Context: an optimization exercise on an open-source flow, tuned for small area. The choices shown serve that exercise and are no tape-out recipe. Where RTL was checked, it was by simulation tests only, not by an equivalence proof against the original. The RTL of runs 1, 2 and 5 was laid out without a check of its function. No driver is modelled on the clock port, so clocking that relies on it looks cheaper here than on a real chip. No activity file was given, so power comes from the tool's default toggle rates.

<file path="design/flow/config.mk">
export PLATFORM = sky130hd
export DESIGN_NAME = Top_Module
export DESIGN_NICKNAME = Top_Module
export VERILOG_FILES = /design/flow/design.v
export SDC_FILE = /design/flow/constraint.sdc
export NUM_CORES = 4
export LEC_CHECK = 0
export CAP_MARGIN = 20
export CORE_MARGIN = 2
export CORE_UTILIZATION = 75
export SLEW_MARGIN = 20
</file>
<file path="design/flow/flow/run.sh">
#!/bin/bash
# Own layout flow: the standard synthesis, then the combinational logic of
# its netlist is re-mapped for area by Yosys/ABC (flip-flops kept as they are,
# same names and cells), checked equivalent to the standard netlist, and laid
# out with the standard ORFS steps using small port buffers and a clock tree
# without dummy loads whose buffers are then shrunk while the clock slew allows.
set -uo pipefail
HERE=$PWD
R=$HERE/orfs/results/sky130hd/Top_Module/base
LIB=$FLOW_HOME/platforms/sky130hd/lib/sky130_fd_sc_hd__tt_025C_1v80.lib
FLOWDIR=$HERE/flow
CTS_BUF=sky130_fd_sc_hd__clkbuf_8
MY_CTS_ARGS=""
SHRINK_CLOCK_TREE=1
export MY_CLK_SLEW=0.105
export MY_CLK_LEAVES=8
if [[ -f $FLOWDIR/params.sh ]]; then source $FLOWDIR/params.sh; fi
MY_CTS_ARGS=${MY_CTS_ARGS:-"-sink_clustering_enable -repair_clock_nets -dont_use_dummy_load -buf_list $CTS_BUF"}

bash standard.sh $R/1_2_yosys.v > $HERE/synth_standard.log 2>&1 || exit 1
cp $R/1_2_yosys.v $HERE/netlist_standard.v

# several ABC runs in parallel (deepsyn seeds, each stopping after 500 steps
# without improvement, plus plain amap); keep the smallest netlist that is
# proven equivalent to the standard one
SCRIPTS=(
  "+strash;&get,-n;&deepsyn,-J,500,-S,0;&put;dch,-f;amap;"
  "+strash;&get,-n;&deepsyn,-J,500,-S,1;&put;dch,-f;amap;"
  "+strash;&get,-n;&deepsyn,-J,500,-S,2;&put;dch,-f;amap;"
  "+strash;&get,-n;&deepsyn,-J,500,-S,3;&put;dch,-f;amap;"
  "+strash;&get,-n;&deepsyn,-J,500,-S,4;&put;dch,-f;amap;"
  "+strash;&get,-n;&deepsyn,-J,500,-S,5;&put;dch,-f;amap;"
  "+strash;&get,-n;&deepsyn,-J,500,-S,6;&put;dch,-f;amap;"
  "+strash;&get,-n;&deepsyn,-J,500,-S,7;&put;dch,-f;amap;"
  "+strash;dch,-f;amap;"
)
JOBS=${NUM_CORES:-4}
for i in "${!SCRIPTS[@]}"; do
  LIB=$LIB ABCSCR="${SCRIPTS[$i]}" IN_V=$HERE/netlist_standard.v OUT_V=$HERE/netlist_reopt_$i.v \
    yosys -c $FLOWDIR/reopt.tcl > $HERE/reopt_$i.log 2>&1 &
  if (( (i + 1) % JOBS == 0 )); then wait; fi
done
wait
best=""; best_area=""
for i in "${!SCRIPTS[@]}"; do
  area=$(grep "Chip area" $HERE/reopt_$i.log | tail -1 | awk '{print $NF}')
  [[ -z "$area" ]] && continue
  if LIB=$LIB A_V=$HERE/netlist_standard.v B_V=$HERE/netlist_reopt_$i.v yosys -c $FLOWDIR/eqv.tcl > $HERE/equiv_$i.log 2>&1; then
    echo "script $i area $area equivalent" >> $HERE/netlist_choice.log
    if [[ -z "$best" ]] || awk "BEGIN{exit !($area < $best_area)}"; then best=$i; best_area=$area; fi
  else
    echo "script $i area $area NOT proven equivalent" >> $HERE/netlist_choice.log
  fi
done
if [[ -n "$best" ]]; then
  cp $HERE/netlist_reopt_$best.v $R/1_2_yosys.v
  echo "using re-mapped netlist $best (area $best_area)" >> $HERE/netlist_choice.log
else
  echo "no re-mapped netlist proven equivalent; using the standard netlist" >> $HERE/netlist_choice.log
fi

POST_CTS=""
if [[ $SHRINK_CLOCK_TREE == 1 ]]; then POST_CTS="POST_CTS_TCL=$FLOWDIR/post_cts.tcl"; fi
bash standard.sh finish $POST_CTS \
  BUFFER_PORTS_ARGS="-buffer_cell sky130_fd_sc_hd__buf_1" \
  CTS_ARGS="$MY_CTS_ARGS" \
  > $HERE/layout_standard.log 2>&1
</file>
<file path="design/flow/flow/reopt.tcl">
# Re-map the combinational logic of the standard synthesis netlist for area.
# Flip-flop instances are kept as they are (same names, cells and nets).
set lib $::env(LIB)
set scr $::env(ABCSCR)
yosys read_liberty -ignore_miss_func $lib
yosys read_verilog $::env(IN_V)
yosys hierarchy -top Top_Module
# keep sequential cells as black boxes
foreach pat {*df* *dl* *conb* *sdf*} {
  yosys blackbox sky130_fd_sc_hd__$pat
}
yosys flatten
yosys rename -hide w:*.*
yosys opt_clean -purge
yosys opt -full
yosys abc -liberty $lib -dont_use sky130_fd_sc_hd__lpflow_* -dont_use sky130_fd_sc_hd__probe* -dont_use *_16 -dont_use *_12 -script $scr
yosys opt_clean -purge
yosys hilomap -singleton -hicell sky130_fd_sc_hd__conb_1 HI -locell sky130_fd_sc_hd__conb_1 LO
yosys insbuf -buf sky130_fd_sc_hd__buf_1 A X
yosys rename -enumerate -pattern {_r%_} w:\$*
yosys rename -enumerate -pattern {_c%_} c:\$*
yosys stat -liberty $lib
yosys write_verilog -noattr -nohex -nodec $::env(OUT_V)
</file>
<file path="design/flow/standard.sh">
#!/bin/bash
# synth_recipe.tcl (not shown) runs the flow's synth.tcl, then flattens the netlist and writes it again
# the make line also repeats each setting of config.mk as NAME=value (left out here)
make -C /OpenROAD-flow-scripts/flow DESIGN_CONFIG=/design/flow/config.mk WORK_HOME=/design/flow/orfs CLKGATE_MAP_FILE= SYNTH_SCRIPT=/design/flow/synth_recipe.tcl "${@:-finish}"
</file>
<file path="design/flow/flow/eqv.tcl">
set lib $::env(LIB)
yosys read_liberty -ignore_miss_func $lib
yosys read_verilog $::env(A_V)
yosys rename Top_Module gold
yosys read_verilog $::env(B_V)
yosys rename Top_Module gate
yosys hierarchy -check
yosys proc
yosys flatten
yosys memory
yosys opt_clean
yosys equiv_make gold gate eq
yosys hierarchy -top eq
yosys equiv_simple -seq 2
yosys equiv_induct
yosys equiv_status -assert
</file>
<file path="design/flow/constraint.sdc">
create_clock -name core_clock -period 8.0 [get_ports {clk}]
set_input_delay 1.6000 -clock core_clock [delete_from_list [all_inputs] [get_ports {clk}]]
set_output_delay 1.6000 -clock core_clock [all_outputs]
set_load 0.01 [all_outputs]
</file>
<file path="design/flow/flow/post_cts.tcl">
# Trim the clock tree that CTS built. First the leaf buffers are merged
# pairwise (closest first) until at most MY_CLK_LEAVES remain, each merged leaf
# moved to the middle of its sinks; then each clock buffer takes the smallest
# clkbuf size that keeps every flip-flop clock pin's estimated slew under
# MY_CLK_SLEW (ns), leaves first, then the root.
proc clk_max_slew {} {
  estimate_parasitics -placement
  set mx 0
  foreach p [get_pins -hierarchical */CLK] {
    set s [get_property $p slew_max]
    if {$s > $mx} { set mx $s }
  }
  return $mx
}
proc out_net {inst} {
  foreach it [$inst getITerms] { if {[$it isOutputSignal]} { return [$it getNet] } }
  return "NULL"
}
proc sink_iterms {net} {
  set r {}
  foreach it [$net getITerms] { if {[$it isInputSignal]} { lappend r $it } }
  return $r
}
proc centroid {iterms} {
  set sx 0; set sy 0; set n 0
  foreach it $iterms {
    set b [[$it getInst] getBBox]
    set sx [expr {$sx + ([$b xMin] + [$b xMax]) / 2}]
    set sy [expr {$sy + ([$b yMin] + [$b yMax]) / 2}]
    incr n
  }
  if {$n == 0} { return {0 0} }
  return [list [expr {$sx / $n}] [expr {$sy / $n}]]
}
set blk [ord::get_db_block]
set limit $::env(MY_CLK_SLEW)
set max_leaves $::env(MY_CLK_LEAVES)
set sizes {sky130_fd_sc_hd__clkbuf_1 sky130_fd_sc_hd__clkbuf_2 sky130_fd_sc_hd__clkbuf_4 sky130_fd_sc_hd__clkbuf_8 sky130_fd_sc_hd__clkbuf_16}
set root {}
set leaves {}
foreach inst [$blk getInsts] {
  set m [[$inst getMaster] getName]
  if {[string match "sky130_fd_sc_hd__clkbuf_*" $m]} {
    if {[string match "clkbuf_0_*" [$inst getName]]} { lappend root $inst } else { lappend leaves $inst }
  }
}
puts "post_cts: start max clock slew [clk_max_slew], [llength $leaves] leaves"
# merge leaves whose input is the root's output
while {[llength $leaves] > $max_leaves} {
  set best {}
  set bd 1e18
  for {set i 0} {$i < [llength $leaves]} {incr i} {
    set ci [centroid [sink_iterms [out_net [lindex $leaves $i]]]]
    for {set j [expr {$i + 1}]} {$j < [llength $leaves]} {incr j} {
      set cj [centroid [sink_iterms [out_net [lindex $leaves $j]]]]
      set d [expr {abs([lindex $ci 0] - [lindex $cj 0]) + abs([lindex $ci 1] - [lindex $cj 1])}]
      if {$d < $bd} { set bd $d; set best [list $i $j] }
    }
  }
  set a [lindex $leaves [lindex $best 0]]
  set b [lindex $leaves [lindex $best 1]]
  set na [out_net $a]
  set nb [out_net $b]
  foreach it [sink_iterms $nb] { $it disconnect; $it connect $na }
  foreach it [$b getITerms] { if {[$it getNet] ne "NULL"} { $it disconnect } }
  odb::dbInst_destroy $b
  odb::dbNet_destroy $nb
  set c [centroid [sink_iterms $na]]
  $a setLocation [lindex $c 0] [lindex $c 1]
  replace_cell [$a getName] sky130_fd_sc_hd__clkbuf_8
  set leaves [lreplace $leaves [lindex $best 1] [lindex $best 1]]
}
if {[llength $leaves] > 0} { detailed_placement }
puts "post_cts: [llength $leaves] leaves, max clock slew [clk_max_slew]"
foreach inst [concat $leaves $root] {
  set n [$inst getName]
  set orig [[$inst getMaster] getName]
  foreach sz $sizes {
    if {$sz eq $orig} { break }
    replace_cell $n $sz
    if {[clk_max_slew] <= $limit} { break }
    replace_cell $n $orig
  }
  puts "post_cts: $n $orig -> [[[$blk findInst $n] getMaster] getName]"
}
puts "post_cts: final max clock slew [clk_max_slew]"
detailed_placement
estimate_parasitics -placement
</file>
<file path="design/flow/design.v">
module Top_Module (
        input clk, reset, btn, btn1, btn2, btn3,
        output [11:0] redgrnblu,
        output hsync, vsync,
        output [6:0] seg1, seg2
        );
        function [9:0] updn10(input [9:0] x, input up, input dn);
                integer i;
                reg o, z;
                begin
                        o = 1'b1;
                        z = 1'b1;
                        for (i = 0; i < 10; i = i + 1) begin
                                updn10[i] = x[i] ^ ((up & o) | (dn & z));
                                o = o & x[i];
                                z = z & ~x[i];
                        end
                end
        endfunction
        function [9:0] subn10(input [9:0] x, input [9:0] yn);
                integer i;
                reg c;
                begin
                        c = 1'b1;
                        for (i = 0; i < 10; i = i + 1) begin
                                subn10[i] = x[i] ^ yn[i] ^ c;
                                c = (x[i] & yn[i]) | ((x[i] ^ yn[i]) & c);
                        end
                end
        endfunction
        function gt10(input [9:0] x, input [9:0] y);
                integer i;
                reg g;
                begin
                        g = 1'b0;
                        for (i = 0; i < 10; i = i + 1)
                                g = (x[i] & ~y[i]) | (~(x[i] ^ y[i]) & g);
                        gt10 = g;
                end
        endfunction
        reg  [9:0] a, v;
        reg        b;
        reg  [4:0] c5;
        reg  [9:0] xbn;            
        reg  [8:0] yb;             
        reg        dx, dy;         
        reg  [8:0] t1n, t2n;       
        reg  [2:0] s1, s2;
        reg        pend1, pend2;
        reg        hit;
        reg  [2:0] col;            
        wire [9:0] xb = ~xbn;
        wire [8:0] t1 = ~t1n, t2 = ~t2n;
        wire       a_end    = a[9] & a[8] & a[4] & a[3] & a[1] & a[0];    
        wire       line_end = b & a_end;
        wire [9:0] a_nx     = line_end ? 10'd0 : updn10(a, b, 1'b0);
        wire       v_end    = v[9] & v[1];                                
        wire [9:0] v_nx     = (line_end & v_end) ? 10'd0 : updn10(v, line_end, 1'b0);
        wire       c5_inc   = b & a[1] & a[0];
        wire       tick     = c5_inc & (&c5);
        wire [9:0] c5_nx    = updn10({5'd0, c5}, c5_inc, 1'b0);
        assign hsync = (a[9:3] == 7'b1010111) | (a[9:5] == 5'b10110);
        assign vsync = (&v[8:5]) & ~(|v[4:1]);
        wire video = ~(a_nx[9] & (a_nx[8] | a_nx[7])) & ~(v_nx[9] | (&v_nx[8:5]));
        wire blank   = (s1 == 3'd7);
        wire win1    = (s1 == 3'd5);
        wire win2    = (s2 == 3'd5);
        wire playing = ~blank & ~win1 & ~win2;
        wire px1 = (a_nx[9:5] == 5'd0) & a_nx[4] & (a_nx[3] | a_nx[2])
                 | (a_nx[9:2] == 8'd8) | (a_nx == 10'd36);
        wire px2 = (a_nx[9:2] == 8'd151) | (a_nx[9:3] == 7'd76) | (a_nx[9:2] == 8'd154) | (a_nx == 10'd620);
        wire pxa = px1 | px2;
        wire xr = xb[9] & xb[6] & (xb[5] | (xb[4] & xb[3] & xb[2] & (xb[1] | xb[0])));    
        wire xl = gt10(10'd36, xb);
        wire [8:0] pa  = pxa ? v_nx[8:0] : yb;
        wire       sl1 = pxa ? px1 : xl;
        wire [8:0] pbn = sl1 ? t1n : t2n;
        wire [9:0] p   = subn10({1'b0, pa}, {1'b1, pbn});
        wire pin = ~p[8] & ~p[7] & ~(p[6] & (p[5] | p[4]));
        wire hit_nx = (pxa & hit) | (~pxa & (xl | xr) & pin & (p[8:0] != 9'd0));
        wire edge_y = (yb[8:4] == 5'd0) & yb[3] & ~yb[2] & ~yb[1] | (yb[8] & yb[7] & yb[6] & yb[4] & yb[2] & yb[1] & yb[0]);
        wire dy1 = dy ^ edge_y;
        wire dx1 = dx ^ hit;
        wire sc1 = xb[9] & xb[6] & xb[5] & xb[4] & xb[3];    
        wire sc2 = (xb == 10'd0);
        wire step = tick & playing;
        wire mv   = step & ~sc1 & ~sc2;
        wire srv  = step & (sc1 | sc2);
        wire [9:0] xbn_mv = updn10(xbn, mv & ~dx1, mv & dx1);
        wire [9:0] yb_mv  = updn10({1'b0, yb}, mv & dy1, mv & ~dy1);
        wire t1_up = ~btn  & (t1 != 9'd0);
        wire t1_dn = ~btn1 & ~(t1[8] & t1[7] & t1[4]);      
        wire t2_up = ~btn2 & (t2 != 9'd0);
        wire t2_dn = ~btn3 & ~(t2[8] & t2[7] & t2[4]);
        wire m1u = tick & t1_up;
        wire m1d = tick & ~t1_up & t1_dn;
        wire m2u = tick & ~t1_up & ~t1_dn & t2_up;
        wire m2d = tick & ~t1_up & ~t1_dn & ~t2_up & t2_dn;
        wire [9:0] t1n_nx = updn10({1'b0, t1n}, m1u, m1d);
        wire [9:0] t2n_nx = updn10({1'b0, t2n}, m2u, m2d);
        wire [9:0] zx = a_nx + xbn + 10'd9;        
        wire [9:0] zy = {1'b0, v_nx[8:0]} + {1'b1, ~yb} + 10'd9;    
        wire ball_x = (zx[9:5] == 5'd0) & (~zx[4] | (zx[3:0] == 4'd0)) & (xb[9:3] != 7'd0);
        wire ball_y = (zy[8:5] == 4'd0) & (~zy[4] | (zy[3:0] == 4'd0));
        wire ball_on = ball_x & ball_y;
        wire pdl1_on = px1 & pin;
        wire pdl2_on = px2 & pin;
        reg [2:0] col_nx;
        always @* begin
                if (blank) col_nx = 3'b000;
                else if (win1) col_nx = 3'b100;
                else if (win2) col_nx = 3'b001;
                else if (pdl2_on) col_nx = 3'b001;
                else if (pdl1_on) col_nx = 3'b100;
                else if (ball_on) col_nx = 3'b011;
                else col_nx = 3'b111;
        end
        always @(posedge clk) begin
                hit <= hit_nx;
                if (!reset) begin
                        a <= 0; b <= 0; v <= 0; c5 <= 0;
                        xbn <= ~10'd320; yb <= 9'd240; dx <= 1'b1; dy <= 1'b1;
                        t1n <= ~9'd200; t2n <= ~9'd200;
                        s1 <= 3'd7; s2 <= 3'd7; pend1 <= 1'b0; pend2 <= 1'b0;
                        col <= 3'b000;
                end else begin
                        b <= ~b;
                        a <= a_nx;
                        v <= v_nx;
                        c5 <= c5_nx[4:0];
                        s1 <= blank ? 3'd0 : s1 + {2'd0, pend1};
                        s2 <= blank ? 3'd0 : s2 + {2'd0, pend2};
                        pend1 <= step & sc1;
                        pend2 <= step & sc2;
                        xbn <= srv ? ~10'd320 : xbn_mv;
                        yb  <= srv ? 9'd240 : yb_mv[8:0];
                        if (step) begin
                                dx <= dx1 ^ srv;
                                dy <= dy1 ^ srv;
                        end
                        t1n <= t1n_nx[8:0];
                        t2n <= t2n_nx[8:0];
                        col <= col_nx;
                end
        end
        wire r  = video & col[2];
        wire g  = video & col[1];
        wire bl = video & col[0];
        assign redgrnblu = {r, r, r, r, g, g, g, g, bl, bl, bl, bl};
        function [6:0] seg7(input [2:0] s);
                case (s)
                        3'd0: seg7 = 7'b1000000;
                        3'd1: seg7 = 7'b1111001;
                        3'd2: seg7 = 7'b0100100;
                        3'd3: seg7 = 7'b0110000;
                        3'd4: seg7 = 7'b0011001;
                        3'd5: seg7 = 7'b0010010;
                        default: seg7 = 7'b1111111;
                endcase
        endfunction
        assign seg1 = seg7(s1);
        assign seg2 = seg7(s2);
endmodule
</file>
==> results of run 1 <==
[registers in the layout, summed over array words and instances, names as in the netlist, 3 cells and up]
name and flops:
s2 3, t1n 9, s1 3, col 3, yb 9, v 10
a 10, c5 5, t2n 9, xbn 10
[worst max-delay path: stages, from the launching register on]
cell      delay, ns
dfxtp_1        0.35
clkinv_1       0.12
nor2_1         0.24
clkinv_1       0.14
nor4_1         0.36
nor3_1         0.15
a21oi_1        0.28
clkinv_1       0.15
or2_0          0.24
a21oi_1        0.14
a21oi_1        0.05
nor4_1         0.55
nor2_1         0.11
nor2_1         0.55
clkinv_1       0.44
o22ai_1        0.28
nor2_1         0.08
a21oi_1        0.16
nor2b_1        0.16
o21ai_0        0.13
a211oi_1       0.29
or2_0          0.24
o21ai_0        0.15
a221oi_1       0.37
o211a_1        0.24
a21oi_1        0.08
o21a_1         0.20
[area by class of cell]
type | count | area, um2
Tap cell | 72 | 90.1
Sequential cell | 77 | 1540
Inverter | 95 | 357
Multi-Input combinational cell | 463 | 2440
Fill cell | 396 | 907
Timing Repair Buffer | 36 | 146
Clock buffer | 9 | 96.3
[placed cells by master (no fill, tap or decap), types with 3 or more instances in the layout]
cell type    n
buf_1       33
nor2b_1      9
nor4_1      11
o21a_1       4
nand2_1     52
clkbuf_8     5
buf_4        3
dfxtp_1     77
clkbuf_4     3
o21ai_0     55
nand4_1      6
o22ai_1     32
nand3_1     12
a21oi_1     51
clkinv_1    95
or2_0        5
and3_1       7
a311o_1      5
o211ai_1    10
a31oi_1      6
a211oi_1    13
a221oi_1     3
o221ai_1    13
nor3_1      20
a22oi_1      3
nor2_1     123
[power by group through the flow]
stage / logic [mW] / clock network, mW / registers, mW
2_1_floorplan: 0.0608 / 0 / 0.406
3_3_place_gp: 0.0832 / 0 / 0.408
3_5_place_dp: 0.0852 / 0 / 0.408
5_1_grt: 0.0966 / 0.209 / 0.400
6_report: 0.0856 / 0.198 / 0.400
[final timing paths]
path,start,end,slack (ns),cells after the start
setup / recovery,a[3]$_SDFF_PN0_,col[2]$_SDFF_PP0_,1.63,26
setup reg to reg,a[3]$_SDFF_PN0_,col[2]$_SDFF_PP0_,1.63,26
hold reg to reg,b$_SDFF_PN0_,b$_SDFF_PN0_,0.44,1
hold / removal,b$_SDFF_PN0_,b$_SDFF_PN0_,0.44,1
[per-layer routing]
| metal | track usage, % | vias up | share of wire, % |
|---|---|---|---|
| li1 | - | 2387 | - |
| met1 | 46.1 | 2173 | 42 |
| met2 | 63.7 | 259 | 47 |
| met3 | 8.09 | 30 | 8.5 |
| met4 | 13.1 | 0 | 2.1 |
| met5 | 0 | - | 0 |
==> impl_metrics.csv, run 1 <==
group,metric,value,unit
cells_and_area,layout-drive-gt1-share,1.76,%
sta,setup_viol,0,
cells_and_area,nets,688,
clocking,clkTransAtPathRegs,0.08,ns
logic_synthesis,synthesis.nets,652,
power,p_leak,1.56,nW
grt,grt_pass1_wl,18800,um
sta,fin_skew,0.0327,ns
power,p_seq_share,58.5,%
sta,setup-tns-final,0,ns
detailed_routing,drtIter0Drc,456,
cells_and_area,syn_to_final_growth,6.66,%
sta,worst_slew_pin_slew,0.722,ns
worst_setup_path,crit_type,"register to register",
logic_synthesis,syn_inst,646,
floorplan,core_area,5570,um2
place,dp_hpwl,8630,um
floorplan,dieWidth,80.4,um
sta,fin_ws,1.63,ns
place,dpl_cell_area,4570,um2
power,power_frac_clock,28.9,%
clocking,cts_tree,"built",
outcome,outcome,"complete, no violations",
worst_setup_path,arrival,6.78,ns
floorplan,rows,27,
worst_setup_path,worst_setup_path_end_kind,"register",
worst_setup_path,startpoint_type,"register",
power,vdd_ir_drop_max,0.000118,V
grt,grt_pass1_vias,4318,
logic_synthesis,synth.avg_cell_area,6.77,um2
grt,antenna_found_initial,0,
place,place_inst,743,
detailed_routing,avgViaCountPerCell,6.45,
grt,grt_max_degree,30,
job,drv_cap,0,
power,total_power,0.683,mW
sta,fmax,0.157,GHz
power,p_int,0.495,mW
cells_and_area,fin_util,83.7,%
sta,max-slew-margin-rel,51.7,%
sta,slew_violations,0,
logic_synthesis,ys_warn_count,1,
sta,fin_hold_ws,0.438,ns
floorplan,die_area,6460,um2
floorplan,io_pins,34,
worst_setup_path,worstPathMaxFanout,10,
sta,rsz0062_at_grt,"false",
power,powerDensity,146,nW/um2
detailed_routing,firstDrtPassIters,5,
cells_and_area,final_cell_area,4670,um2
power,switching_share,27.6,%
sta,min_period,6.37,ns
power,p_switching,0.188,mW
place,pre_cts_ws,1.93,ns
worst_setup_path,required,8.40,ns
grt,grt_use_total,37.2,%
detailed_routing,vias,4849,
hold_path,hold_path_class,"register to register",
clocking,cts.sinks,77,
power,power_frac_comb,12.5,%
detailed_routing,ant_nets,0,
floorplan,initial_core_util,78.5,%
place,io_buffer_count,33,
sta,fin_crit_sh,79.7,%
logic_synthesis,syn-cell-area,4380,um2
cells_and_area,antenna_cells,0,
floorplan,dieHeight,80.4,um
detailed_routing,routed_wl,11400,um
grt,grt_overflow,0,
detailed_routing,wl_per_cell,15.2,um
detailed_routing,post-route-drc-count,0,
place,gp_congestion,0.944,
clocking,clk_latency,0.53,ns
cells_and_area,stdcell_count,752,
sta,finalHoldViolCount,0,
==> run 2, diff against run 1 <==
--- a/design/flow/design.v
+++ b/design/flow/design.v
@@ -77,3 +77,3 @@
         wire [8:0] pbn = sl1 ? t1n : t2n;
-        wire [9:0] p   = subn10({1'b0, pa}, {1'b1, pbn});
+        wire [9:0] p   = {1'b0, pa} + {1'b1, pbn} + 10'd1;
         wire pin = ~p[8] & ~p[7] & ~(p[6] & (p[5] | p[4]));
==> impl_metrics.csv, run 2 <==
group,metric,value,unit
cells_and_area,nets,696,
grt,grtUsageMet2,61.7,%
detailed_routing,wl_per_cell,15.0,um
sta,max-slew-margin-rel,27.3,%
grt,grt.busiest_layer,"met2",
worst_setup_path,slowest_stage,"nor4_2",
sta,min_period,6.02,ns
worst_setup_path,arrival,6.47,ns
sta,rsz0062_at_grt,"false",
sta,finalHoldViolCount,0,
clocking,clkTransAtPathRegs,0.09,ns
clocking,clk_latency,0.53,ns
worst_setup_path,worstPathCellList,"clkinv_1 > nor2_1 > clkinv_1 > nor4_2 > clkinv_1 > o211ai_1 > clkinv_1 > nand2_1 > a31oi_1 > nor4_1 > clkinv_1 > o21ai_0 > clkinv_1 > o22ai_1 > nor2_1 > a211oi_1 > clkinv_1 > o221ai_1 > nor3_1 > o21ai_0 > clkinv_1 > a21oi_1 > nand2_1 > nor2_1",
worst_setup_path,max_stage_delay,0.56,ns
cells_and_area,syn_to_final_growth,6.12,%
logic_synthesis,ys_warn_count,1,
outcome,outcome,"complete, no violations",
power,total_power,0.681,mW
worst_setup_path,worst_setup_path_end_kind,"register",
cells_and_area,top_regs,"a (10), v (10), xbn (10)",
place,dp_hpwl,8760,um
floorplan,io_pins,34,
detailed_routing,avgViaCountPerCell,6.45,
clocking,cts.sinks,77,
logic_synthesis,syn-cell-area,4420,um2
cells_and_area,antenna_cells,0,
logic_synthesis,synth.avg_cell_area,6.73,um2
sta,slew_violations,0,
power,p_int,0.488,mW
sta,fmax,0.166,GHz
worst_setup_path,required,8.45,ns
detailed_routing,firstDrtPassIters,5,
power,p_seq_share,59.0,%
power,power_frac_comb,14.2,%
detailed_routing,vias,4903,
detailed_routing,ant_nets,0,
cells_and_area,layout-drive-gt1-share,1.60,%
grt,grt_overflow,0,
worst_setup_path,crit_type,"register to register",
grt,grt_use_total,37.0,%
floorplan,rows,27,
worst_setup_path,r2r_slack,1.98,ns
floorplan,dieWidth,80.7,um
detailed_routing,post-route-drc-count,0,
grt,grtUsageMet1,47.3,%
detailed_routing,routed_wl,11400,um
power,powerDensity,145,nW/um2
power,vdd_ir_drop_max,0.000138,V
worst_setup_path,worst_r2r_path_depth,24,
sta,worst_slew_pin_slew,1.08,ns
grt,grt_pass1_wl,19000,um
floorplan,die_area,6520,um2
sta,fin_crit_sh,75.3,%
power,switching_share,28.4,%
grt,gr-usage-met3,6.22,%
worst_setup_path,startpoint_type,"register",
sta,setup_viol,0,
place,gp_congestion,0.983,
floorplan,dieHeight,80.7,um
hold_path,holdPathStages,1,
logic_synthesis,syn_inst,656,
job,drv_cap,0,
grt,grt_pass1_vias,4207,
hold_path,hold_path_class,"register to register",
clocking,cts_tree,"built",
logic_synthesis,synthesis.nets,662,
place,io_buffer_count,33,
power,p_switching,0.194,mW
power,power_frac_clock,26.8,%
floorplan,core_area,5610,um2
grt,grt_max_degree,41,
detailed_routing,drtIter0Drc,467,
sta,setup-tns-final,0,ns
sta,fin_skew,0.0334,ns
power,p_leak,1.59,nW
cells_and_area,layout_common_cells,"nor2_1 (135), clkinv_1 (98), dfxtp_1 (77)",
cells_and_area,final_common_cell,"nor2_1",
floorplan,initial_core_util,78.7,%
worst_setup_path,worstPathMaxFanout,11,
grt,antenna_found_initial,0,
worst_setup_path,cp_common_cell,"clkinv_1",
[run 2: layout make-up]
cell class / instances / area (um2)
clock buffer: 9 / 83.8
fill: 388 / 922
inverter: 98 / 368
multi-input combinational: 470 / 2470
sequential: 77 / 1540
tap: 72 / 90.1
timing repair buffer: 34 / 131
[run 2: power by group through the flow]
stage                     clock network [mW]  logic (mW)  registers (mW)
after global placement                     0      0.0932           0.410
final                                  0.182      0.0969           0.402
after floorplan                            0      0.0686           0.408
after global routing                   0.195       0.110           0.403
after detailed placement                   0      0.0962           0.410
[run 2: path summary, 6_finish.rpt]
path                    from                 to
min             b$_SDFF_PN0_       b$_SDFF_PN0_
max reg2reg  a[1]$_SDFF_PN0_  col[1]$_SDFF_PP0_
min reg2reg     b$_SDFF_PN0_       b$_SDFF_PN0_
max          a[1]$_SDFF_PN0_  col[1]$_SDFF_PP0_
[run 2: per-layer routing]
metal | share of wire [%] | vias up
li1 | - | 2409
met4 | 4.2 | 0
met5 | 0 | -
met3 | 8.5 | 49
met1 | 42 | 2154
met2 | 46 | 291
[run 2: critical path, delay by kind of cell, from the launching register on]
family                 cells  cell delay [ns]
AO/OA/AOI/OAI              8             2.16
buffers and inverters      8             1.63
flip-flops                 1             0.37
AND/OR/NAND/NOR            8             1.83
[run 2: through the flow]
step                      instances  cell area, um2  utilization, %  hold WS (ns)  worst slack [ns]
final                           760            4690            83.6         0.455              1.98
after floorplan                 656            4420               -         0.404              3.03
after global placement          751            4600            82.0         0.420              2.35
after global routing            760            4690            83.6         0.466              1.30
after detailed placement        751            4600            82.0         0.441              1.90
==> run 3, diff against run 2 <==
--- a/design/flow/design.v
+++ b/design/flow/design.v
@@ -79,3 +79,3 @@
         wire pin = ~p[8] & ~p[7] & ~(p[6] & (p[5] | p[4]));
-        wire hit_nx = (pxa & hit) | (~pxa & (xl | xr) & pin & (p[8:0] != 9'd0));
+        wire hit_nx = pxa ? hit : ((xl | xr) & pin & (p[8:0] != 9'd0));
         wire edge_y = (yb[8:4] == 5'd0) & yb[3] & ~yb[2] & ~yb[1] | (yb[8] & yb[7] & yb[6] & yb[4] & yb[2] & yb[1] & yb[0]);
==> impl_metrics.csv, run 3 <==
group,metric,value,unit
hold_path,min_from,"b$_SDFF_PN0_",
detailed_routing,avgViaCountPerCell,6.52,
detailed_routing,wl_per_cell,15.0,um
sta,rsz0062_at_grt,"false",
logic_synthesis,synth.avg_cell_area,6.77,um2
power,total_power,0.679,mW
power,p_leak,1.54,nW
sta,fin_skew,0.0334,ns
floorplan,dieHeight,80.3,um
detailed_routing,drtIter0Drc,523,
sta,finalHoldViolCount,0,
worst_setup_path,worstPathMaxFanout,7,
detailed_routing,post-route-drc-count,0,
grt,grt_overflow,0,
clocking,cts_tree,"built",
worst_setup_path,startpoint_type,"register",
floorplan,core_area,5570,um2
sta,worst_slew_pin_slew,0.956,ns
place,dp_hpwl,8370,um
logic_synthesis,syn_inst,645,
logic_synthesis,ys_warn_count,1,
sta,setup-tns-final,0,ns
sta,min_period,5.32,ns
cells_and_area,syn_to_final_growth,6.08,%
hold_path,hold_end,"b$_SDFF_PN0_",
cells_and_area,top_regs,"a (10), v (10), xbn (10)",
place,dpl_cell_area,4550,um2
job,drv_cap,0,
power,powerDensity,147,nW/um2
cells_and_area,final_cell_area,4630,um2
detailed_routing,routed_wl,11200,um
worst_setup_path,slowest_stage,"a211oi_1",
sta,max-slew-margin-rel,36.0,%
hold_path,holdPathStages,1,
floorplan,die_area,6450,um2
cells_and_area,layout_common_cells,"nor2_1 (113), clkinv_1 (99), dfxtp_1 (76)",
grt,grt_use_total,36.7,%
floorplan,io_pins,34,
cells_and_area,layout-drive-gt1-share,1.62,%
worst_setup_path,worst_r2r_path_depth,25,
grt,grt_pass1_vias,4345,
worst_setup_path,cp_common_cell,"clkinv_1",
place,io_buffer_count,33,
cells_and_area,antenna_cells,0,
detailed_routing,firstDrtPassIters,5,
place,gp_congestion,0.976,
place,pre_cts_ws,3.07,ns
worst_setup_path,path_buf_inv,6,
worst_setup_path,max_stage_delay,0.44,ns
worst_setup_path,arrival,5.63,ns
logic_synthesis,synthesis.nets,651,
hold_path,hold_path_class,"register to register",
worst_setup_path,crit_family,"simple AND/OR/NAND/NOR gates",
floorplan,dieWidth,80.3,um
grt,grt_pass1_wl,18700,um
clocking,clkTransAtPathRegs,0.10,ns
sta,fin_crit_sh,66.5,%
clocking,clk_latency,0.43,ns
floorplan,rows,27,
sta,fin_ws,2.68,ns
worst_setup_path,worst_setup_path_end_kind,"register",
logic_synthesis,syn-cell-area,4370,um2
outcome,outcome,"complete, no violations",
floorplan,initial_core_util,78.3,%
cells_and_area,nets,685,
grt,antenna_found_initial,0,
worst_setup_path,required,8.30,ns
sta,setup_viol,0,
detailed_routing,ant_nets,0,
cells_and_area,final_common_cell,"nor2_1",
sta,fmax,0.188,GHz
worst_setup_path,r2r_end,"col[2]$_SDFF_PP0_",
worst_setup_path,r2r-start,"a[4]$_SDFF_PN0_",
detailed_routing,vias,4881,
sta,slew_violations,0,
clocking,cts.sinks,77,
worst_setup_path,crit_type,"register to register",
worst_setup_path,r2r_slack,2.68,ns
grt,grt_max_degree,45,
power,vdd_ir_drop_max,0.000125,V
==> run 3: report_power, final <==
part / switching (mW) / internal [mW]
Sequential: 0.00823 / 0.394
Clock: 0.124 / 0.0629
Combinational: 0.0611 / 0.0289
Total: 0.194 / 0.485
==> run 3: how the worst max path moves through the flow <==
stage / startpoint / end / cells after the start
2_1_floorplan: a[4]$_SDFF_PN0_ / redgrnblu[10] / 13
3_3_place_gp: b$_SDFF_PN0_ / col[2]$_SDFF_PP0_ / 22
3_5_place_dp: a[4]$_SDFF_PN0_ / col[2]$_SDFF_PP0_ / 25
5_1_grt: a[4]$_SDFF_PN0_ / col[2]$_SDFF_PP0_ / 25
6_report: a[4]$_SDFF_PN0_ / col[2]$_SDFF_PP0_ / 25
==> run 3: through the flow <==
step / cells / util [%] / hold slack [ns]
after floorplan: 645 / - / 0.407
after global placement: 740 / 81.5 / 0.420
after detailed placement: 740 / 81.5 / 0.446
after global routing: 749 / 83.1 / 0.497
final: 749 / 83.1 / 0.472
==> run 3: cell type report <==
type / count / area [um2]
clock buffer: 9 / 80.1
fill: 386 / 943
sequential: 77 / 1550
tap: 72 / 90.1
multi-input combinational: 458 / 2410
timing repair buffer: 34 / 131
inverter: 99 / 372
==> run 3: worst reg2reg max path: cells and delay by family (launching register included) <==
kind | cells | cell delay [ns]
AOI/OAI and AO/OA | 6 | 1.66
and+or+nand+nor | 13 | 2.29
buffers and inverters | 6 | 0.83
DFF | 1 | 0.42
==> run 3: metal layers <==
metal	global-route usage [%]	wire (um)
met2	62.4	5290
met5	0	0
met4	18.6	344
met1	44.9	4710
met3	5.62	896
==> run 4, diff against run 3 <==
--- a/design/flow/flow/run.sh
+++ b/design/flow/flow/run.sh
@@ -23,3 +23,3 @@
 # several ABC runs in parallel (deepsyn seeds, each stopping after 500 steps
-# without improvement, plus plain amap); keep the smallest netlist that is
+# without improvement, then two mapping variants; plus plain amap); keep the smallest netlist that is
 # proven equivalent to the standard one
@@ -27,9 +27,17 @@
   "+strash;&get,-n;&deepsyn,-J,500,-S,0;&put;dch,-f;amap;"
+  "+strash;&get,-n;&deepsyn,-J,500,-S,0;&put;dch;amap;"
   "+strash;&get,-n;&deepsyn,-J,500,-S,1;&put;dch,-f;amap;"
+  "+strash;&get,-n;&deepsyn,-J,500,-S,1;&put;dch;amap;"
   "+strash;&get,-n;&deepsyn,-J,500,-S,2;&put;dch,-f;amap;"
+  "+strash;&get,-n;&deepsyn,-J,500,-S,2;&put;dch;amap;"
   "+strash;&get,-n;&deepsyn,-J,500,-S,3;&put;dch,-f;amap;"
+  "+strash;&get,-n;&deepsyn,-J,500,-S,3;&put;dch;amap;"
   "+strash;&get,-n;&deepsyn,-J,500,-S,4;&put;dch,-f;amap;"
+  "+strash;&get,-n;&deepsyn,-J,500,-S,4;&put;dch;amap;"
   "+strash;&get,-n;&deepsyn,-J,500,-S,5;&put;dch,-f;amap;"
+  "+strash;&get,-n;&deepsyn,-J,500,-S,5;&put;dch;amap;"
   "+strash;&get,-n;&deepsyn,-J,500,-S,6;&put;dch,-f;amap;"
+  "+strash;&get,-n;&deepsyn,-J,500,-S,6;&put;dch;amap;"
   "+strash;&get,-n;&deepsyn,-J,500,-S,7;&put;dch,-f;amap;"
+  "+strash;&get,-n;&deepsyn,-J,500,-S,7;&put;dch;amap;"
   "+strash;dch,-f;amap;"
==> impl_metrics.csv, run 4 <==
group,metric,value,unit
grt,grt_max_degree,45,
floorplan,die_area,6430,um2
sta,setup-tns-final,0,ns
place,io_buffer_count,33,
power,powerDensity,147,nW/um2
floorplan,dieHeight,80.2,um
power,p_seq_share,59.0,%
sta,rsz0062_at_grt,"false",
clocking,clk_latency,0.51,ns
worst_setup_path,worst_setup_path_end_kind,"output pin",
logic_synthesis,syn_inst,645,
sta,fin_crit_sh,63.3,%
power,p_int,0.486,mW
detailed_routing,firstDrtPassIters,7,
grt,antenna_found_initial,0,
sta,fmax,0.197,GHz
logic_synthesis,synth.avg_cell_area,6.75,um2
cells_and_area,stdcell_count,750,
clocking,cts.sinks,77,
grt,grt_overflow,0,
logic_synthesis,ys_warn_count,1,
worst_setup_path,required,6.40,ns
cells_and_area,antenna_cells,0,
place,dp_hpwl,8880,um
cells_and_area,layout_common_cells,"nor2_1 (122), clkinv_1 (92), dfxtp_1 (76)",
floorplan,io_pins,34,
place,place_inst,741,
detailed_routing,post-route-drc-count,0,
detailed_routing,ant_nets,0,
worst_setup_path,startpoint_type,"register",
sta,setup_viol,0,
floorplan,rows,27,
cells_and_area,fill_cells,378,
power,vdd_ir_drop_max,0.000129,V
power,p_leak,1.58,nW
worst_setup_path,crit_type,"register to output pin",
cells_and_area,layout-drive-gt1-share,1.62,%
detailed_routing,avgViaCountPerCell,6.59,
power,power_frac_comb,13.4,%
sta,slew_violations,0,
sta,min_period,5.07,ns
logic_synthesis,synthesis.nets,651,
hold_path,hold_path_class,"register to register",
cells_and_area,nets,686,
cells_and_area,final_common_cell,"nor2_1",
detailed_routing,vias,4941,
sta,finalHoldViolCount,0,
sta,worst_slew_pin_slew,0.872,ns
detailed_routing,routed_wl,11700,um
power,power_frac_clock,27.6,%
floorplan,core_area,5540,um2
detailed_routing,drtIter0Drc,579,
worst_setup_path,worstPathMaxFanout,5,
cells_and_area,syn_to_final_growth,6.24,%
outcome,outcome,"complete, no violations",
floorplan,initial_core_util,78.6,%
job,drv_cap,0,
sta,max-slew-margin-rel,41.6,%
logic_synthesis,syn-cell-area,4350,um2
cells_and_area,seq_area,1550,um2
place,gp_congestion,0.957,
grt,grt_use_total,38.8,%
clocking,clkTransAtPathRegs,0.09,ns
power,p_switching,0.194,mW
power,switching_share,28.5,%
grt,grt_pass1_vias,4441,
worst_setup_path,arrival,3.47,ns
cells_and_area,top_regs,"a (10), v (10), xbn (10)",
cells_and_area,multi_input_area,2420,um2
floorplan,dieWidth,80.2,um
clocking,cts_tree,"built",
sta,fin_skew,0.0295,ns
detailed_routing,wl_per_cell,15.6,um
grt,grt_pass1_wl,19700,um
[run 4: routing by layer]
metal / global-route usage, % / routed length, um / vias to the layer above / share of wire (%)
met4: 18.5 / 394 / 0 / 3.4
li1: - / - / 2376 / -
met1: 48.3 / 4800 / 2201 / 41
met2: 64.4 / 5420 / 315 / 46
met3: 7.30 / 1100 / 49 / 9.4
met5: 0 / 0 / - / 0
[run 4: worst paths after layout]
| path | start | to | slack (ns) | depth (start not counted) |
|---|---|---|---|---|
| max | a[4]$_SDFF_PN0_ | redgrnblu[6] | 2.93 | 13 |
| min | b$_SDFF_PN0_ | b$_SDFF_PN0_ | 0.46 | 1 |
| max reg2reg | b$_SDFF_PN0_ | col[2]$_SDFF_PP0_ | 2.99 | 24 |
| min reg2reg | b$_SDFF_PN0_ | b$_SDFF_PN0_ | 0.46 | 1 |
[run 4: critical path, cell delays in order (launching register included)]
cell and delay [ns]:
dfxtp_1 0.41, clkinv_1 0.15, nor2_1 0.28, clkinv_1 0.16
nor2_1 0.20, nand2_1 0.14, nor3_1 0.31, nor2_1 0.13
o22ai_1 0.33, nand2_1 0.10, a21oi_1 0.17, nor2_1 0.09
nor2b_1 0.31, buf_1 0.19
[run 4: final cells by class]
cell class	instances	area share, %
Clock buffer	9	1.81
Inverter	92	7.47
Multi-Input combinational cell	465	52.2
Sequential cell	77	33.5
Tap cell	72	1.95
Timing Repair Buffer	35	3.00
[run 4: metrics by stage]
step | util (%) | setup WS [ns] | total power [mW] | area [um2] | hold slack, ns
floorplan | - | 4.00 | 0.472 | 4350 | 0.407
global placement | 82.0 | 3.52 | 0.498 | 4540 | 0.423
detailed placement | 82.0 | 3.20 | 0.500 | 4540 | 0.434
global route | 83.5 | 2.25 | 0.706 | 4630 | 0.489
finish | 83.5 | 2.93 | 0.680 | 4630 | 0.457
[run 4: power by group through the flow]
stage	clock (mW)	combinational (mW)	sequential (mW)
5_1_grt	0.201	0.102	0.403
3_5_place_dp	0	0.0900	0.410
3_3_place_gp	0	0.0878	0.410
6_report	0.187	0.0910	0.401
2_1_floorplan	0	0.0635	0.408
==> run 5, diff against run 4 <==
--- a/design/flow/design.v
+++ b/design/flow/design.v
@@ -70,3 +70,3 @@
                  | (a_nx[9:2] == 8'd8) | (a_nx == 10'd36);
-        wire px2 = (a_nx[9:2] == 8'd151) | (a_nx[9:3] == 7'd76) | (a_nx[9:2] == 8'd154) | (a_nx == 10'd620);
+        wire px2 = a_nx[9] & ~a_nx[8] & ((a_nx[6:2] == 5'd23) | (a_nx[6:3] == 4'd12) | (a_nx[6:2] == 5'd26) | (a_nx[6:0] == 7'd108));
         wire pxa = px1 | px2;
@@ -119,2 +119,4 @@
                 hit <= hit_nx;
+                pend1 <= step & sc1;
+                pend2 <= step & sc2;
                 if (!reset) begin
@@ -123,3 +125,3 @@
                         t1n <= ~9'd200; t2n <= ~9'd200;
-                        s1 <= 3'd7; s2 <= 3'd7; pend1 <= 1'b0; pend2 <= 1'b0;
+                        s1 <= 3'd7; s2 <= 3'd7;
                         col <= 3'b000;
@@ -132,4 +134,2 @@
                         s2 <= blank ? 3'd0 : s2 + {2'd0, pend2};
-                        pend1 <= step & sc1;
-                        pend2 <= step & sc2;
                         xbn <= srv ? ~10'd320 : xbn_mv;
==> impl_metrics.csv, run 5 <==
group,metric,value,unit
outcome,outcome,"complete, no violations",
logic_synthesis,synthesis.nets,645,
place,gp_congestion,0.963,
floorplan,core_area,5540,um2
worst_setup_path,crit_type,"register to output pin",
worst_setup_path,worstPathMaxFanout,6,
logic_synthesis,ys_warn_count,1,
clocking,clk_latency,0.43,ns
floorplan,io_pins,34,
sta,slew_violations,0,
sta,worst_slew_pin_slew,1.04,ns
cells_and_area,seq_area,1550,um2
logic_synthesis,synth.avg_cell_area,6.80,um2
worst_setup_path,crit_start,"b$_SDFF_PN0_",
detailed_routing,routed_wl,11700,um
job,drv_cap,0,
worst_setup_path,required,6.40,ns
worst_setup_path,worst_r2r_path_depth,19,
cells_and_area,final_cell_area,4650,um2
grt,grt_overflow,0,
cells_and_area,layout-drive-gt1-share,1.78,%
detailed_routing,drtIter0Drc,597,
sta,min_period,5.30,ns
floorplan,initial_core_util,78.5,%
floorplan,rows,27,
sta,setup_viol,0,
sta,finalHoldViolCount,0,
grt,antenna_found_initial,0,
floorplan,die_area,6420,um2
cells_and_area,antenna_cells,0,
hold_path,hold_path_class,"register to register",
sta,rsz0062_at_grt,"false",
place,dpl_cell_area,4540,um2
grt,grt_max_degree,37,
grt,grt_pass1_wl,18700,um
sta,fin_crit_sh,66.2,%
clocking,cts_tree,"built",
logic_synthesis,syn_inst,639,
worst_setup_path,arrival,3.70,ns
cells_and_area,top_regs,"a (10), v (10), xbn (10)",
grt,grt_use_total,36.9,%
sta,fin_ws,2.70,ns
clocking,cts.sinks,77,
detailed_routing,avgViaCountPerCell,6.54,
grt,grt_pass1_vias,4196,
sta,fin_skew,0.0296,ns
cells_and_area,layout_common_cells,"nor2_1 (121), clkinv_1 (96), dfxtp_1 (76)",
detailed_routing,post-route-drc-count,0,
worst_setup_path,crit_end,"redgrnblu[4]",
worst_setup_path,startpoint_type,"register",
sta,fmax,0.189,GHz
logic_synthesis,syn-cell-area,4350,um2
clocking,clkTransAtPathRegs,0.08,ns
worst_setup_path,worst_setup_path_end_kind,"output pin",
power,p_leak,1.61,nW
floorplan,dieHeight,80.1,um
sta,max-slew-margin-rel,30.0,%
place,io_buffer_count,33,
sta,setup-tns-final,0,ns
cells_and_area,fill_cells,370,
cells_and_area,multi_input_area,2390,um2
worst_setup_path,r2r-start,"b$_SDFF_PN0_",
power,vdd_ir_drop_max,0.000126,V
place,pre_cts_ws,3.16,ns
detailed_routing,vias,4873,
detailed_routing,firstDrtPassIters,6,
detailed_routing,wl_per_cell,15.7,um
floorplan,dieWidth,80.1,um
power,powerDensity,150,nW/um2
cells_and_area,final_common_cell,"nor2_1",
detailed_routing,ant_nets,0,
worst_setup_path,r2r_slack,2.97,ns
cells_and_area,syn_to_final_growth,6.88,%
worst_setup_path,r2r_end,"col[2]$_SDFF_PP0_",
cells_and_area,nets,681,
place,dp_hpwl,8490,um
-- run 5: changes by cell type in the layout (fill, tap and decap cells not counted), sizes merged, moves of 5 or more --
cell,before,now
o22ai,25,30
nand2,63,57
o21ai,48,58
a21oi,47,41
nor3,40,28
-- run 5: through the flow --
| step | hold slack, ns | utilization [%] | cells | total power [mW] |
|---|---|---|---|---|
| after global routing | 0.496 | 83.9 | 745 | 0.717 |
| after global placement | 0.424 | 81.9 | 735 | 0.502 |
| final | 0.460 | 83.9 | 745 | 0.695 |
| after detailed placement | 0.440 | 81.9 | 735 | 0.507 |
| after floorplan | 0.408 | - | 639 | 0.477 |
-- run 5: report_power, final --
part / internal [mW] / switching (mW)
registers: 0.394 / 0.00868
clock network: 0.0681 / 0.125
logic: 0.0313 / 0.0679
total: 0.493 / 0.202
-- run 5: cell type report --
cell class / count / area share, %
timing repair buffer: 36 / 3.53
sequential: 77 / 33.4
clock buffer: 9 / 1.86
inverter: 96 / 7.75
multi-input combinational: 455 / 51.5
tap: 72 / 1.94
-- run 5: per-layer routing --
layer	share of wire, %	GRT usage (%)	vias up	wire length [um]
met5	0	0	-	0
met4	2.8	16.8	0	331
met3	8.7	7.30	43	1020
met2	47	61.0	297	5520
met1	41	46.5	2178	4810
li1	-	-	2355	-
-- run 5: how the worst min path moves through the flow --
| stage | start | endpoint | cells after the start |
|---|---|---|---|
| floorplan | b$_SDFF_PN0_ | b$_SDFF_PN0_ | 1 |
| global placement | b$_SDFF_PN0_ | b$_SDFF_PN0_ | 1 |
| detailed placement | b$_SDFF_PN0_ | b$_SDFF_PN0_ | 1 |
| global route | b$_SDFF_PN0_ | b$_SDFF_PN0_ | 1 |
| finish | b$_SDFF_PN0_ | b$_SDFF_PN0_ | 1 |
-- run 5: critical path: stages (launching register included) --
cell and delay [ns]:
dfxtp_1 0.38, nand2_1 0.08, clkinv_1 0.06, nand2_1 0.15
nor4_1 0.64, buf_4 0.27, nand2_1 0.07, nor2_1 0.25
nand2_1 0.12, clkinv_1 0.07, nand2_1 0.07, clkinv_1 0.08
a21oi_1 0.08, o21ai_0 0.22, a21oi_1 0.07, nor2_1 0.33
nor2b_1 0.18, buf_1 0.16

what the ideal ports hide:
No port has a modelled driver above. Below, the same layouts with a new extraction and two added sets of constraints. Step 1, drivers: a clkbuf_16 drives clk and a buf_2 each remaining input, both assumed. Step 2 times the ports against the registers' clock, not the clock port: input delays grow and output delays shrink by t, the midpoint of the rising clock arrivals with the driver on. Slacks: no drivers / after step 1 / after step 2; pairs: no drivers / after step 1.
run | t, ns | setup slack, ns | worst data-port slew with drivers (ns)
run 1 | 0.545 | 1.625 / 1.625 / 1.625 | 0.03
run 2 | 0.538 | 1.979 / 1.979 / 1.979 | 0.03
run 3 | 0.442 | 2.678 / 2.678 / 2.678 | 0.03
run 4 | 0.530 | 2.934 / 2.903 / 2.993 | 0.03
run 5 | 0.446 | 2.704 / 2.675 / 2.975 | 0.03
After both steps every run listed still meets setup and hold.
